What follows belongs to an exercise in optimizing a design on an open flow for small area, a short achievable clock period and few clock cycles; a production flow would make more cautious choices.
RTL that was checked went through simulation tests only; none was proved equivalent to the original.
Function not checked in run 2: the RTL went through the layout flow alone.

## design.v

```verilog
module dekoder64
#(
	parameter N = 64,
	parameter K = 128
)
(
	input              rst,
	input              clk,
	input              ena,
	input              start,
	input      [N-1:0] data,
	input      [K-1:0] key,
	output reg [N-1:0] res,
	output reg         rdy
);
	localparam SIZE = 4;
	localparam [SIZE-1:0] idle     = 4'd0,
	                      init     = 4'd1,  
	                      divide   = 4'd2,
	                      state_r2 = 4'd3,
	                      state_l1 = 4'd4,
	                      state_l2 = 4'd5,
	                      state_r1 = 4'd6,
	                      swap     = 4'd7,
	                      store    = 4'd8;
	localparam [31:0] delta    = 32'h9e3779b9;
	localparam [31:0] sum_init = 32'hc6ef3720;
	reg [SIZE-1:0] state_reg, state_next;
	reg            rdy_next;
	reg  [4:0]   iteration, iteration_next;
	reg  [31:0]  sum_par, sum_par_next;
	reg  [N-1:0] data_reg, data_reg_next;
	reg  [K-1:0] key_reg, key_reg_next;
	wire [31:0]  key0 = key_reg[127:96];
	wire [31:0]  key1 = key_reg[95:64];
	wire [31:0]  key2 = key_reg[63:32];
	wire [31:0]  key3 = key_reg[31:0];
	reg  [31:0]  temp0, temp1, temp2, temp3;
	reg  [31:0]  temp0_next, temp1_next, temp2_next, temp3_next;
	reg  [31:0]  L_reg, L_next;
	reg  [31:0]  R_reg, R_next;
	reg  [N-1:0] res_next;
	always @(posedge clk or posedge rst) begin
		if (rst) begin
			state_reg <= idle;
			rdy       <= 1'b0;
		end
		else if (ena) begin
			state_reg <= state_next;
			rdy       <= rdy_next;
		end
	end
	always @(posedge clk or posedge rst) begin
		if (rst) begin
			L_reg     <= 32'd0;
			R_reg     <= 32'd0;
			temp0     <= 32'd0;
			temp1     <= 32'd0;
			temp2     <= 32'd0;
			temp3     <= 32'd0;
			res       <= {(N){1'b0}};
			iteration <= 5'd0;
			sum_par   <= sum_init;
			data_reg  <= {(N){1'b0}};
			key_reg   <= {(K){1'b0}};
		end
		else if (ena) begin
			L_reg     <= L_next;
			R_reg     <= R_next;
			temp0     <= temp0_next;
			temp1     <= temp1_next;
			temp2     <= temp2_next;
			temp3     <= temp3_next;
			res       <= res_next;
			iteration <= iteration_next;
			sum_par   <= sum_par_next;
			data_reg  <= data_reg_next;
			key_reg   <= key_reg_next;
		end
	end
	always @(*)
		case (state_reg)
			idle     : if (start) state_next = init;
			           else       state_next = idle;
			init     : state_next = divide;
			divide   : state_next = state_l2;
			state_r2 : state_next = state_l1;
			state_l1 : state_next = swap;
			state_l2 : state_next = state_r1;
			state_r1 : state_next = state_r2;
			swap     : if (iteration == 5'd31) state_next = store;
			           else                    state_next = state_l2;
			store    : state_next = idle;
			default  : state_next = idle;
		endcase
	always @(*) begin
		L_next         = L_reg;
		R_next         = R_reg;
		temp0_next     = temp0;
		temp1_next     = temp1;
		temp2_next     = temp2;
		temp3_next     = temp3;
		res_next       = res;
		rdy_next       = 1'b0;
		iteration_next = iteration;
		sum_par_next   = sum_par;
		data_reg_next  = data_reg;
		key_reg_next   = key_reg;
		case (state_reg)
			init     : begin
			           data_reg_next  = data;
			           key_reg_next   = key;
			           res_next       = {(N){1'b0}};
			           iteration_next = 5'd0;
			           sum_par_next   = sum_init;
			           end
			divide   : begin
			           L_next = data_reg[63:32];
			           R_next = data_reg[31:0];
			           end
			state_r2 : begin
			           temp0_next = ((R_reg << 4) + key0);
			           temp1_next =  R_reg + sum_par;
			           temp2_next = ((R_reg >> 5) + key1);
			           end
			state_l1 : begin
			           temp3_next = (temp0 ^ temp1 ^ temp2);
			           L_next = L_reg - temp3_next;
			           end
			state_l2 : begin
			           temp0_next = ((L_reg << 4) + key2);
			           temp1_next =  L_reg + sum_par;
			           temp2_next = ((L_reg >> 5) + key3);
			           end
			state_r1 : begin
			           temp3_next = temp0 ^ temp1 ^ temp2;
			           R_next = R_reg - temp3_next;
			           end
			swap     : begin
			           iteration_next = iteration + 5'd1;
			           sum_par_next   = sum_par - delta;
			           end
			store    : begin
			           res_next[63:32] = L_reg;
			           res_next[31:0]  = R_reg;
			           rdy_next        = 1'b1;
			           end
			default  : ;
		endcase
	end
endmodule
module keygen
(
input         rst,        
input         clk,        
input         load,       
input  [47:0] start_key,  
input         ena,        
output        done,       
output [127:0] key        
);
reg [7:0] cnt1_reg, cnt2_reg, cnt3_reg, cnt4_reg, cnt5_reg, cnt6_reg;
reg [7:0] cnt1_next, cnt2_next, cnt3_next, cnt4_next, cnt5_next, cnt6_next;
function [7:0] step;
	input [7:0] c;
	begin
		if (c == 8'd122)     step = 8'd32;
		else if (c == 8'd32) step = 8'd65;
		else                 step = c + 8'd1;
	end
endfunction
always @(posedge clk or posedge rst) begin
	if (rst) begin
		cnt1_reg <= 65;
		cnt2_reg <= 65;
		cnt3_reg <= 65;
		cnt4_reg <= 65;
		cnt5_reg <= 65;
		cnt6_reg <= 65;
	end
	else if (load) begin
		cnt1_reg <= start_key[47:40];
		cnt2_reg <= start_key[39:32];
		cnt3_reg <= start_key[31:24];
		cnt4_reg <= start_key[23:16];
		cnt5_reg <= start_key[15:8];
		cnt6_reg <= start_key[7:0];
	end
	else if (ena) begin
		cnt1_reg <= cnt1_next;
		cnt2_reg <= cnt2_next;
		cnt3_reg <= cnt3_next;
		cnt4_reg <= cnt4_next;
		cnt5_reg <= cnt5_next;
		cnt6_reg <= cnt6_next;
	end
end
always @(*) begin
	cnt1_next = step(cnt1_reg);
	cnt2_next = (cnt1_reg == 8'd32) ? step(cnt2_reg) : cnt2_reg;
	cnt3_next = (cnt1_reg == 8'd32 && cnt2_reg == 8'd32) ? step(cnt3_reg) : cnt3_reg;
	cnt4_next = (cnt1_reg == 8'd32 && cnt2_reg == 8'd32 && cnt3_reg == 8'd32) ? step(cnt4_reg) : cnt4_reg;
	cnt5_next = (cnt1_reg == 8'd32 && cnt2_reg == 8'd32 && cnt3_reg == 8'd32 &&
	             cnt4_reg == 8'd32) ? step(cnt5_reg) : cnt5_reg;
	cnt6_next = (cnt1_reg == 8'd32 && cnt2_reg == 8'd32 && cnt3_reg == 8'd32 &&
	             cnt4_reg == 8'd32 && cnt5_reg == 8'd32) ? step(cnt6_reg) : cnt6_reg;
end
assign key[127:48] = 80'h68756c6b206973207468;  
assign key[47:40]  = cnt1_reg;
assign key[39:32]  = cnt2_reg;
assign key[31:24]  = cnt3_reg;
assign key[23:16]  = cnt4_reg;
assign key[15:8]   = cnt5_reg;
assign key[7:0]    = cnt6_reg;
assign done = (cnt1_reg == 8'd32 && cnt2_reg == 8'd32 && cnt3_reg == 8'd32 &&
               cnt4_reg == 8'd32 && cnt5_reg == 8'd32 && cnt6_reg == 8'd32);
endmodule
module kombajn
(
	input              rst,
	input              clk,
	input              start,
	input      [63:0]  data,
	input      [47:0]  start_key,
	output reg         busy,
	output reg         found,
	output reg [127:0] keyout
);
wire [127:0] key;
wire         next;
wire         done;
wire [63:0]  result;
reg  [63:0]  data_reg;
wire accept = start & ~busy;
wire match  = (result[63:32] == 32'h25706466);
wire finish = busy & next & (match | done);
dekoder64
	b1
	(
	.rst   (rst),
	.clk   (clk),
	.start (busy & ~finish),
	.ena   (1'b1),
	.data  (data_reg),
	.res   (result),
	.rdy   (next),
	.key   (key)
	);
keygen
	b2
	(
	.rst       (rst),
	.clk       (clk),
	.load      (accept),
	.start_key (start_key),
	.ena       (busy & next & ~finish),
	.done      (done),
	.key       (key)
	);
always @(posedge clk or posedge rst) begin
	if (rst) begin
		busy     <= 1'b0;
		found    <= 1'b0;
		keyout   <= 128'd0;
		data_reg <= 64'd0;
	end
	else if (accept) begin
		busy     <= 1'b1;
		found    <= 1'b0;
		data_reg <= data;
	end
	else if (finish) begin
		busy  <= 1'b0;
		found <= match;
		if (match) keyout <= key;
	end
end
endmodule
```

## run.sh

```bash
#!/bin/bash
# synth_recipe.tcl (not shown) runs the flow's synth.tcl, then flattens the netlist and writes it again
# the make line also repeats each setting of config.mk as NAME=value (left out here)
make -C /OpenROAD-flow-scripts/flow DESIGN_CONFIG=/design/flow/config.mk WORK_HOME=/design/flow/orfs CLKGATE_MAP_FILE= SYNTH_SCRIPT=/design/flow/synth_recipe.tcl finish
```

## config.mk

```make
export PLATFORM = sky130hd
export DESIGN_NAME = kombajn
export DESIGN_NICKNAME = kombajn
export VERILOG_FILES = /design/flow/design.v
export SDC_FILE = /design/flow/constraint.sdc
export NUM_CORES = 4
export LEC_CHECK = 0
export CAP_MARGIN = 20
export CORE_MARGIN = 2
export CORE_UTILIZATION = 40
export SLEW_MARGIN = 20
```

## constraint.sdc

```tcl
create_clock -name core_clock -period 8.0 [get_ports {clk}]
set_input_delay 1.6000 -clock core_clock [delete_from_list [all_inputs] [get_ports {clk}]]
set_output_delay 1.6000 -clock core_clock [all_outputs]
set_load 0.01 [all_outputs]
```

==> results.txt, run 1 <==
Synth Flop Type -> dfrtp_1
Place WS -> 2.641 ns
GPL Wtd Cong -> 0.9140
Area growth, synth to finish -> 14.93%
share of layout cells above drive strength 1 -> 7.556%
final setup vio count -> 0
min-delay worst type -> reg2reg
post_cts resized -> 0
Yosys reg bits -> 510
post-DP HPWL -> 66420 microns
Max Clk Rate -> 181.5 MHz
Avg WL per Cell -> 19.43 microns
drt pass-1 iters -> 5
largest net degree at the start of global routing -> 142
initial DRC count -> 1736
crit path kind -> reg2reg
vias per inst -> 5.397
leading area contributor after synthesis -> dfrtp_1
final hold violation count -> 0
CTS tree -> yes
post-synth top area share -> 38.79%
diode count -> 0
Post-Syn Instances -> 3544
post-route cell area -> 35660 sq um
Final ANT Viol Nets -> 0
fin worst setup slack -> 2.490 ns
drt total wl -> 91670 microns
Longest Clk Path Bufs -> 3
min Tclk post-route -> 5.510 ns
Starting Density -> 40.25%
dominant cells by area after synthesis -> dfrtp_1 39%, nand2_1 10%, ha_1 6.1%, xnor2_1 3.7%, a21oi_1 3.2%
global-route wire length before repair -> 143900 microns
IO Port Bufs -> 199
fin crit share -> 68.87%
maxcap violations -> 0
Seq/Total Area, Yosys -> 41.25%
Rel. slew slack -> 30.77%
gr usage total -> 22.98%
die width -> 282.5 microns
crit path capture type -> flip-flop
core area -> 77080 sq um
DIE AREA -> 79810 sq um
postcts setup bufs -> 0
Site Rows -> 102
clock slew at reported path FFs -> 0.06 ns
H-tree levels -> 2
DR vias -> 25469
RSZ-0062 raised after global routing -> false
CP Data Required Time -> 8.50 ns
cell area after synthesis -> 31030 sq um
Netlist cell types -> 88
WP data arrival -> 6.01 ns
Final Max Tran Viols -> 0
# fillers -> 7494
crit path launch type -> flip-flop
initial antenna violation count -> 0
clk_skew -> 0.02078 ns
vias in the first global route -> 24845
EDFF count, synth -> 0
die height -> 282.5 microns
clock root cell -> clkbuf_16
dpl cells -> 4609
asr flop ratio synth -> 100.0%
Num CTS Buffers -> 58
post-placement cell area -> 33620 sq um
DRC -> 0
worst skew pair latency -> 0.64 ns
Least-Margin Pin Slew -> 1.035 ns
peak fanout along the critical path -> 52
Yosys warning total -> 3
syn_area_per_cell -> 8.755 sq um
IO Pins -> 245
hold_buf cts -> 0
status -> timing/DRC/antenna clean
Nets -> 3900
final cell count without fillers -> 4719
TritonCTS Sinks -> 510
gr ovfl total -> 0
## placed cells by master (no fill, tap or decap), drive strengths merged, types with 36 or more instances in the layout
cell type / Yosys / layout
nand2: 837 / 837
dfrtp: 481 / 481
o21ai: 219 / 219
nor2: 208 / 208
a21oi: 201 / 201
clkdlybuf4s50: 0 / 199
ha: 152 / 152
xnor2: 130 / 130
xor2: 101 / 101
inv: 81 / 82
clkbuf: 151 / 82
nand3: 64 / 64
a21o: 57 / 57
a31oi: 53 / 53
nor3: 50 / 50
mux2: 49 / 49
conb: 1 / 45
a22oi: 38 / 38
a22o: 36 / 36
buf: 103 / 36
## cells by family (layout without fill, tap and decap cells)
group,after synthesis,in the layout,share of synthesized area (%)
xor+xnor,243,243,7.400
fa+ha+maj,175,175,7.033
flops,510,510,41.25
simple gates,1360,1360,18.90
buf+inv,335,426,5.037
mux,68,68,2.391
compound gates,852,852,17.97
other cells,1,45,0.01209
## per-layer routing
layer / global-route usage, % / up-vias / routed length [microns]
met4: 8.466 / 0 / 3418
met1: 30.85 / 12290 / 40860
met3: 3.502 / 148 / 4603
li1: - / 12427 / -
met5: 0 / - / 0
met2: 37.51 / 604 / 42790
## final cells by class
type	count	area, sq um	share of cell area (%)
clock buffer	82	1713	4.804
clock inverter	28	330.3	0.9263
inverter	81	307.8	0.8632
multi-input combinational	2743	16910	47.42
sequential	510	12800	35.89
tap	1040	1301	3.649
timing repair buffer	235	2300	6.449
## path summary, 6_finish.rpt
| check | slack (ns) | end | start | cells after the start |
|---|---|---|---|---|
| max | 2.49 | b1.temp1[31]$_DFFE_PP0P_ | b1.state_reg[2]$_DFF_PP0_ | 19 |
| min | 0.46 | b1.data_reg[33]$_DFFE_PP0P_ | data_reg[33]$_DFFE_PP0P_ | 2 |
| max reg2reg | 2.49 | b1.temp1[31]$_DFFE_PP0P_ | b1.state_reg[2]$_DFF_PP0_ | 19 |
| min reg2reg | 0.46 | b1.data_reg[33]$_DFFE_PP0P_ | data_reg[33]$_DFFE_PP0P_ | 2 |
| max in group asynchronous | 5.49 | b1.key_reg[25]$_DFFE_PP0P_ | rst | 3 |
| min in group asynchronous | 1.30 | b1.data_reg[7]$_DFFE_PP0P_ | rst | 2 |
## per-stage QoR
| step | util (%) | hold WS [ns] | setup TNS, ns |
|---|---|---|---|
| floorplan | - | 0.4375 | -240.83 |
| global placement | 43.61 | 0.4485 | 0 |
| detailed placement | 43.61 | 0.4505 | 0 |
| CTS | 46.26 | 0.4659 | 0 |
| global route | 46.26 | 0.4883 | 0 |
| finish | 46.26 | 0.4612 | 0 |
## cells in the mapped netlist (27+ instances only)
cell type  number
nand2_1       836
dfrtp_1       481
nor2_1        208
a21oi_1       201
o21ai_0       190
ha_1          152
clkbuf_1      150
xnor2_1       130
xor2_1        101
buf_4          80
inv_1          79
nand3_1        64
a21o_1         57
a31oi_1        52
nor3_1         50
mux2_2         48
a22oi_1        38
a22o_1         36
and3_1         35
dfstp_2        29
o21ai_1        29
a221o_1        27
o21bai_1       27
## critical path, stage by stage (launching register included)
cell      delay, ns
dfrtp_1        0.67
inv_1          0.19
nor2_1         0.25
nand2_2        0.62
nand2_1        0.25
nand2_1        0.10
ha_1           0.29
a21o_1         0.11
a21oi_1        0.11
o211a_1        0.26
o31ai_1        0.21
a21oi_1        0.16
o41ai_1        0.71
a311o_1        0.34
a211oi_1       0.12
o21ai_1        0.23
and3_1         0.30
a41oi_1        0.16
xnor2_1        0.19
o21ai_1        0.07
Testbench counts, summed over its fixed seeds: cycles 1,713,072.
==> run 2, diff against run 1 <==
==> design.v (replaced) <==
module dekoder64
(
	input             clk,
	input             load,    
	input      [31:0] d,
	input      [31:0] s,       
	input      [31:0] kx,
	input      [31:0] ky,
	output reg [31:0] b
);
	reg  [31:0] a;
	wire [31:0] f   = ((b << 4) + kx) ^ (b + s) ^ ((b >> 5) + ky);
	wire [31:0] nxt = a - f;
	always @(posedge clk) begin
		a <= b;
		b <= load ? d : nxt;
	end
endmodule
module keygen
(
	input  [39:0] hi,     
	output [39:0] next,
	output        last    
);
	function [7:0] step;
		input [7:0] c;
		begin
			if (c == 8'd122)     step = 8'd32;
			else if (c == 8'd32) step = 8'd65;
			else                 step = c + 8'd1;
		end
	endfunction
	wire [4:0] sp;
	genvar i;
	generate for (i = 0; i < 5; i = i + 1) begin : g
		assign sp[i] = (hi[39-8*i -: 8] == 8'd32);
		if (i == 0) begin : g0
			assign next[39 -: 8] = step(hi[39 -: 8]);
		end else begin : gn
			assign next[39-8*i -: 8] = &sp[i-1:0] ? step(hi[39-8*i -: 8]) : hi[39-8*i -: 8];
		end
	end endgenerate
	assign last = &sp;
endmodule
module kombajn
(
	input              rst,
	input              clk,
	input              start,
	input      [63:0]  data,
	input      [47:0]  start_key,
	output reg         busy,
	output reg         found,
	output     [127:0] keyout
);
localparam P  = 12;
localparam NB = (59 + P - 1) / P;      
localparam [31:0] MAGIC = 32'h25706466;
localparam [31:0] DELTA = 32'h9e3779b9;
localparam [31:0] SUM0  = 32'hc6ef3720;
localparam [31:0] K0    = 32'h68756c6b;
localparam [31:0] K1    = 32'h20697320;
reg  [63:0] data_reg;
reg  [7:0]  c1_raw;        
reg  [39:0] hi;            
reg  [5:0]  bp;            
reg  [5:0]  so;            
reg         first;         
reg  [6:0]  cnt;
reg  [31:0] sum;
reg  [47:0] kout;
wire [39:0] hi_next;
wire        hi_last;
keygen kg (.hi(hi), .next(hi_next), .last(hi_last));
assign keyout = {80'h68756c6b206973207468, kout};
wire [5:0] pos0 = (c1_raw == 8'd32) ? 6'd58 : c1_raw[5:0] - 6'd1;    
wire [5:0] bp0  = (pos0 / P) * P;
wire accept = start & ~busy;
wire load   = (cnt == 7'd0) | (cnt == 7'd1);
wire phase  = cnt[0];      
wire [31:0] d = cnt[0] ? data_reg[63:32] : data_reg[31:0];
wire [31:0] ky = phase ? K1 : hi[31:0];
wire [P-1:0] match;
wire [P-1:0] valid;
wire [7:0]   c1 [0:P-1];
genvar i;
generate for (i = 0; i < P; i = i + 1) begin : lane
	wire [5:0]  pos = bp + i;
	assign c1[i] = (pos == 6'd58) ? 8'd32 : {2'b01, pos} + 8'd1;
	wire [31:0] kx = phase ? K0 : {16'h7468, c1[i], hi[39:32]};
	wire [31:0] b;
	dekoder64 u (.clk(clk), .load(load), .d(d), .s(sum), .kx(kx), .ky(ky), .b(b));
	assign match[i] = (b == MAGIC);
	assign valid[i] = (i >= so) && (pos <= 6'd58);
end endgenerate
wire [P-1:0] hit = match & valid;
reg [7:0] hit_c1;
integer j;
always @(*) begin
	hit_c1 = c1[0];
	for (j = P - 1; j >= 0; j = j - 1)
		if (hit[j]) hit_c1 = c1[j];
end
wire eval     = busy & ~first & (cnt == 7'd0);
wire any_hit  = |hit;
wire last_blk = (bp == (NB - 1) * P);
wire finish   = eval & (any_hit | (hi_last & last_blk));
always @(posedge clk or posedge rst) begin
	if (rst) begin
		busy  <= 1'b0;
		found <= 1'b0;
	end else if (accept) begin
		busy  <= 1'b1;
		found <= 1'b0;
	end else if (finish) begin
		busy  <= 1'b0;
		found <= any_hit;
	end
end
always @(posedge clk) begin
	if (~busy) begin
		data_reg <= data;
		c1_raw   <= start_key[47:40];
		hi       <= start_key[39:0];
		first    <= 1'b1;
		cnt      <= 7'd0;
	end else begin
		cnt <= (cnt == 7'd65) ? 7'd0 : cnt + 7'd1;
		if (cnt == 7'd0) begin
			if (first) begin
				bp    <= bp0;
				so    <= pos0 - bp0;
				first <= 1'b0;
			end else begin
				so <= 6'd0;
				if (last_blk) begin
					bp <= 6'd0;
					hi <= hi_next;
				end else
					bp <= bp + P;
			end
		end
	end
	if (cnt == 7'd1)
		sum <= SUM0;
	else if (phase)
		sum <= sum - DELTA;
	if (finish & any_hit)
		kout <= {hit_c1, hi};
end
endmodule
==> run 2 against run 1 <==
Effect of this change: still clean; register-to-register slack worse by 1.8 ns; design area grew to 3.0 times the previous value; sequential share of layout area down 16 points; utilization down 1.5 points.
==> results.txt, run 2 <==
final setup vio count -> 0 (unchanged)
Nets -> 12864 (+230%)
top post-synthesis cells by count -> 1759 x xnor2_1, 1303 x ha_1, 1008 x a21oi_1
IO Port Bufs -> 164 (-18%)
gr ovfl total -> 0 (unchanged)
final hold violation count -> 0 (unchanged)
DR vias -> 91822 (+260%)
hold_buf cts -> 0 (unchanged)
r2r setup slk -> 0.68 ns (-1.81 ns)
GPL Wtd Cong -> 1.059 (+16%)
crit path capture type -> flip-flop
Starting Density -> 40.14% (-0.11 points)
core area -> 237200 sq um (+210%)
commonest non-fill, non-tap cell in the layout -> xnor2_1
post_cts resized -> 0 (unchanged)
initial DRC count -> 11420 (+560%)
DIE AREA -> 241900 sq um (+200%)
Yosys warning total -> 3 (unchanged)
count leader, synth -> xnor2_1
Max Clk Rate -> 136.6 MHz (-25%)
Place WS -> 0.8976 ns (-1.743 ns)
DRC -> 0 (unchanged)
drt pass-1 iters -> 6 (+1)
IO Pins -> 245 (unchanged)
initial antenna violation count -> 70 (+70)
Rel. slew slack -> 15.10% (-16 points)
clock slew at reported path FFs -> 0.07 ns (about the same)
vias per inst -> 6.208 (+15%)
min-delay worst type -> reg2reg
Longest Clk Path Bufs -> 3 (unchanged)
Reg2Reg Depth -> 24 (+5)
crit path kind -> reg2reg
RSZ-0062 raised after global routing -> false
Least-Margin Pin Slew -> 1.274 ns (+0.2387 ns)
crit path launch type -> flip-flop
WP data arrival -> 8.05 ns (+2.04 ns)
fin worst setup slack -> 0.6791 ns (-1.811 ns)
Area growth, synth to finish -> 11.53%
Final ANT Viol Nets -> 0 (unchanged)
RR Endpoint -> lane[11].u.b[31]$_DFF_P_
fin crit share -> 91.51% (+23 points)
Avg WL per Cell -> 28.81 microns (+48%)
dominant cells by area after synthesis -> ha_1 17%, dfxtp_1 17%, xnor2_1 16%, a21o_1 5.4%, edfxtp_1 5.4%
H-tree levels -> 3 (+1)
status -> timing/DRC/antenna clean
CP max stage cell -> nand3b_1
global-route wire length before repair -> 599900 microns (+320%)
maxcap violations -> 0 (unchanged)
Site Rows -> 179 (+75%)
die height -> 491.9 microns (+74%)
CP Data Required Time -> 8.73 ns (+0.23 ns)
Hold Path Sink -> lane[10].u.a[0]$_DFF_P_
CTS tree -> yes
clk_skew -> 0.04956 ns (+0.02878 ns)
Synth Flop Type -> dfxtp_1
leading area contributor after synthesis -> ha_1
crit path cell chain -> inv_1, ha_1, nand3b_1, nand2b_1, ha_1, a21boi_0, o21ai_0, nand2b_1, a2111oi_0, nor3_1, xnor2_1, xnor2_1, xnor2_1, ha_1, a21oi_1, nor2b_1, nand2_1, or3b_2, nand2_1, a31oi_1, and4_1, a2111oi_0, xnor3_1, o21ai_0
EDFF count, synth -> 170 (+170)
Seq/Total Area, Yosys -> 22.41% (-19 points)
min Tclk post-route -> 7.321 ns (+1.811 ns)
post-DP HPWL -> 319300 microns (+380%)
asr flop ratio synth -> 0.2041% (-100 points)
TritonCTS Sinks -> 980 (+92%)
largest stage delay on the critical path -> 0.81 ns (+0.10 ns)
R2R Path Start -> bp[3]$_DFFE_PP_
CP Buf/Inv Count -> 1 (unchanged)
Hold Startpoint -> lane[10].u.b[0]$_DFF_P_
Num CTS Buffers -> 120 (+110%)
WHS Path Cells -> 0 (-2)
vias in the first global route -> 86276 (+250%)
Final Max Tran Viols -> 0 (unchanged)
final cell count without fillers -> 14792 (+210%)
drt total wl -> 426200 microns (+360%)
dpl cells -> 14439 (+210%)
die width -> 491.9 microns (+74%)
post-synth top area share -> 17.12% (-22 points)
worst skew pair latency -> 0.84 ns (+0.20 ns)
postcts setup bufs -> 0 (unchanged)
gr usage total -> 33.82% (+11 points)
syn_area_per_cell -> 8.607 sq um (-1.7%)
Yosys reg bits -> 980 (+92%)
most frequent cells in the layout -> 1758 x xnor2_1, 1303 x ha_1, 1008 x a21oi_1
share of layout cells above drive strength 1 -> 5.401% (-2.2 points)
cell area after synthesis -> 95200 sq um (+210%)
Netlist cell types -> 86 (-2.3%)
CP top delay family -> simple AND/OR/NAND/NOR gates
TNS Setup -> 0 ns (unchanged)
peak fanout along the critical path -> 9 (-83%)
Post-Syn Instances -> 11061 (+210%)
largest net degree at the start of global routing -> 159 (+12%)
clock root cell -> clkbuf_16
# fillers -> 23162 (+210%)
run 2: cell types whose count changed after synthesis, sizes merged, moves of 162 or more:
cell,previous run,this run
o21ai,219,827
nand3,64,226
dfxtp,0,808
a21o,57,690
nand2,837,661
xnor2,130,1759
a21oi,201,1009
ha,152,1303
xor2,101,403
nor2,208,533
edfxtp,0,170
dfrtp,481,2
inv,81,318
run 2: layout make-up:
class	count	area, sq um	share of cell area (%)
multi-input combinational	9607	72050	67.86
sequential	980	21340	20.10
tap	3167	3963	3.732
clock buffer	156	3322	3.129
timing repair buffer	369	3321	3.127
inverter	318	1199	1.129
clock inverter	68	668.1	0.6292
antenna	127	317.8	0.2993
run 2: routing by layer:
metal  GRT usage, %  vias up  wire length [microns]
met3          8.545     1096                  52250
met4          20.62       26                  26620
li1               -    40992                      -
met1          44.26    43952                 169300
met5              0        -                    175
met2          49.68     5756                 177800
run 2: kinds of logic (layout without fill, tap and decap cells):
family,count (synthesis),in the layout,share of synthesized area [%]
compound gates,3495,3495,23.20
xor+xnor,2177,2177,20.24
fa+ha+maj,1353,1353,18.18
buf+inv,552,911,2.492
flops,980,980,22.41
mux,40,40,0.4626
other cells,2,207,0.007888
simple gates,2462,2462,13.01
run 2: worst max-delay path by stage:
stage                      start                  endpoint  slack, ns  depth (start not counted)
2_1_floorplan  cnt[0]$_SDFF_PP0_   lane[1].u.b[31]$_DFF_P_       0.11                         26
3_3_place_gp    hi[36]$_DFFE_PP_   lane[0].u.b[31]$_DFF_P_       0.97                         27
3_5_place_dp     bp[3]$_DFFE_PP_  lane[11].u.b[31]$_DFF_P_       0.90                         24
4_1_cts          bp[3]$_DFFE_PP_  lane[11].u.b[31]$_DFF_P_       0.87                         24
5_1_grt          bp[4]$_DFFE_PP_  lane[11].u.b[31]$_DFF_P_       0.40                         24
6_report         bp[3]$_DFFE_PP_  lane[11].u.b[31]$_DFF_P_       0.68                         24
run 2: metrics by stage:
stage	utilization (%)	hold slack (ns)	instance area [sq um]
after floorplan	-	0.3671	95510
after global placement	42.92	0.3921	101800
after detailed placement	42.93	0.3994	101800
after CTS	44.61	0.3980	105800
after global routing	44.66	0.4114	105900
final	44.77	0.3868	106200

[re-timing with driven ports]
Ports are ideal in the flow. The routed layouts listed here were re-timed in OpenROAD. Step 1 assumes that a clkbuf_16 drives the clock port and a buf_2 every other input. Step 2 adds t to the input delays and takes it off the output delays; t is the mean of the earliest and latest rising clock arrival at the registers after step 1. Input paths then give back, and output paths get back, about the clock's delay inside the block. a / b / c = ideal ports / drivers / drivers and shift; a / b = the first two.
run	shift t [ns]	setup slack, ns	clock arrival spread, ns	pins driven straight from the clock port
run 1	0.700	2.490 / 2.490 / 2.490	0.021 / 0.021	1
run 2	0.905	0.679 / 0.679 / 0.679	0.053 / 0.053	1
After both steps setup and hold are still met in every run listed.
